This is an optimization exercise on Yosys and OpenROAD, whose aim is small area and a short achievable clock period, not a production implementation. In this exercise RTL edits were held to simulation tests only and were not proved equivalent to the original.

==> inputs of run P <==
Design ex2_1, start of the top module:
module ex2_1 (
	      input 		  clk, rst, validi,
	      input [31:0] 	  data_in,
	      output logic 	  valido,
	      output logic [31:0] data_out
	      );
   logic [1:0] 			  cnt;
   always_ff @(posedge clk or posedge rst) begin
      if (rst) begin
	 cnt <= 2'b00;
	 valido <= 1'b0;
      end
      else begin
	 cnt <= validi ? {cnt[1] | cnt[0], ~(cnt[1] | cnt[0])} : 2'b00;
	 valido <= validi & cnt[1];
      end
   end
   logic [31:0] a;
   logic q0;
   logic q1;
   logic q2;
   logic q3;
   logic q4;
   logic q5;
   logic q6;
   logic q7;
   logic q8;
   logic q9;
   logic q10;
   logic q11;
   logic q12;
   logic q13;
   logic q14;
   logic q15;
   logic q16;
   logic q17;
   logic q18;
   logic q19;
   logic q20;
   logic q21;
   logic q22;
   logic q23;
   logic q24;
   logic q25;
   logic q26;
   logic q27;
   logic q28;
   logic q29;
   logic q30;
   logic q31;
   logic q32;
   logic q33;
   logic q34;
   logic q35;
   logic q36;
   logic q37;
   logic q38;
   logic q39;
   logic q40;
   logic q41;
   logic q42;
   logic q43;
   logic q44;
   logic q45;
   logic q46;
   logic q47;
   logic q48;
   logic q49;
   logic q50;
   logic q51;
   logic q52;
   logic q53;
   logic q54;
   logic q55;
   logic q56;
   logic q57;
   logic q58;
   logic q59;
   logic q60;
   logic q61;
   logic q62;
   logic q63;
   logic q64;
   logic q65;
   logic q66;
   logic q67;
   logic q68;
   logic q69;
   logic q70;
   logic q71;
   logic q72;
   logic q73;
   logic q74;
   logic q75;
   logic q76;
   logic q77;
   logic q78;
   logic q79;
   logic q80;
   logic q81;
   logic q82;
   logic q83;
   logic q84;
   logic q85;
   logic q86;
   logic q87;
   logic q88;
   logic q89;
   logic q90;
   logic q91;
   logic q92;
   logic q93;
   logic q94;
   logic q95;
   logic q96;
   logic q97;
   logic q98;
   wire bo0, bt0, bn0;
   wire pp1;
   wire pp2;
   wire pp3;
   wire pp4;
   wire pp5;
   wire pp6;
   wire pp7;
   wire pp8;
   wire pp9;
   wire pp10;
   wire pp11;
   wire pp12;
   wire pp13;
   wire pp14;
   wire pp15;
   wire pp16;
   wire pp17;
   wire pp18;
   wire pp19;
   wire pp20;
   wire pp21;
   wire pp22;
   wire pp23;
   wire pp24;
   wire pp25;
   wire pp26;
   wire pp27;
   wire pp28;
   wire pp29;
  ...
Settings: LEC_CHECK=0, CAP_MARGIN=20, CORE_MARGIN=2, CORE_UTILIZATION=40, GPL_ROUTABILITY_DRIVEN=0, PLACE_DENSITY=0.8, SETUP_SLACK_MARGIN=4.4, SLEW_MARGIN=20, SYNTH_HIERARCHICAL=1, TNS_END_PERCENT=0; clock period 8.0 ns.
standard.sh (not shown) runs the stock make flow with config.mk's settings and CLKGATE_MAP_FILE= SYNTH_SCRIPT=/design/flow/synth_recipe.tcl, a recipe that flattens the netlist after the stock synthesis.
==> flow/flow/run.sh <==
#!/bin/bash
# The standard layout, except that the port buffers are plain buf_2 cells rather
# than the delay cells buffer_ports picks by default. make's full output goes to flow_make.log.
set -euo pipefail
bash standard.sh "BUFFER_PORTS_ARGS=-buffer_cell sky130_fd_sc_hd__buf_2" finish > flow_make.log 2>&1
==> run A: changes against run P <==
GPL_ROUTABILITY_DRIVEN = default   (was 0)
PLACE_DENSITY = default   (was 0.8)
SETUP_SLACK_MARGIN = 4.2   (was 4.4)
==> run B: changes against run P <==
GPL_ROUTABILITY_DRIVEN = default   (was 0)
PLACE_DENSITY = default   (was 0.8)
==> run F: changes against run P <==
==> flow/flow/run.sh (replaced) <==
#!/bin/bash
# The standard layout, with two changes: the port buffers are plain buf_2 cells rather
# than the delay cells buffer_ports picks by default, and timing repair may resize a cell to
# any drive strength (MATCH_CELL_FOOTPRINT=0), not only to cells of the same footprint.
# make's full output goes to flow_make.log.
set -euo pipefail
bash standard.sh "BUFFER_PORTS_ARGS=-buffer_cell sky130_fd_sc_hd__buf_2" MATCH_CELL_FOOTPRINT=0 finish > flow_make.log 2>&1
GPL_ROUTABILITY_DRIVEN = default   (was 0)
PLACE_DENSITY = default   (was 0.8)
SETUP_SLACK_MARGIN = 4.8   (was 4.4)
==> comparison table <==
item	run B	run P	run F	run A
Total Routing Usage GR	24.0%	22.2%	24.0%	23.4%
Number of cells on the worst reg-to-reg path	13	8	13	13
Slew at the pin with the worst max-slew slack	1.11 ns	1.10 ns	1.08 ns	1.09 ns
Largest net degree at the start of global routing	65	68	64	64
Post-detailed-placement cell area	16500 um2	16400 um2	16500 um2	16400 um2
Final Skew	0.0141 ns	0.0130 ns	0.0129 ns	0.0181 ns
Clock buffer instance count of the final layout	21	19	20	18
Placer Congestion	0.885	-	0.857	0.865
Required time at the endpoint of the critical path	8.33 ns	8.38 ns	8.34 ns	8.33 ns
Buffers inserted by post-CTS timing repair	0	1	1	0
Area occupied by multi-input gates	12000 um2	11900 um2	12000 um2	11900 um2
WL per Instance	24.3 um	22.6 um	24.3 um	23.7 um
Crit path to	q6	data_out[25]	q43	data_out[29]
R2R Setup Slk	4.34 ns	4.24 ns	4.31 ns	4.29 ns
Layout cells sized above 1	16.5%	15.7%	16.4%	15.1%
Outcome	complete, no violations	complete, no violations	complete, no violations	complete, no violations
Post-route non-filler standard cell count	1971	1973	1974	1975
CP Buf/Inv Count	2	3	1	2
M1 WL	20.6 mm	17.7 mm	21.0 mm	20.3 mm
WP depth	8	11	7	11

==> re-timing with driven ports <==
How much do the figures lean on ideal ports? The routed layouts below were timed once more, with nothing changed but the port constraints. Step 1 sets driving cells, clkbuf_16 on the clock port and buf_2 on the other inputs (assumed; they add their load-dependent delay and slew). Step 2, shift: input delay + t, output delay - t, t = (earliest + latest rising clock arrival at the registers) / 2. This alone moves slack from input paths to output paths. Slacks: ideal ports / drivers / drivers and shift; pairs: ideal ports / drivers.
run	shift t [ns]	slack for setup (ns)	worst setup path after step 2	worst slew at a driven data input, ns
run P	0.512	4.233 / 4.241 / 3.753	input to register	0.06
run A	0.502	4.222 / 4.252 / 3.750	input to register	0.05
run B	0.503	4.317 / 4.337 / 3.843	input to register	0.05
run F	0.506	4.302 / 4.310 / 3.817	input to register	0.06
After both steps setup and hold are still met in every run listed. The setup slack of run F, which loses most, moves by +0.008 ns with the drivers and by -0.485 ns with both steps.
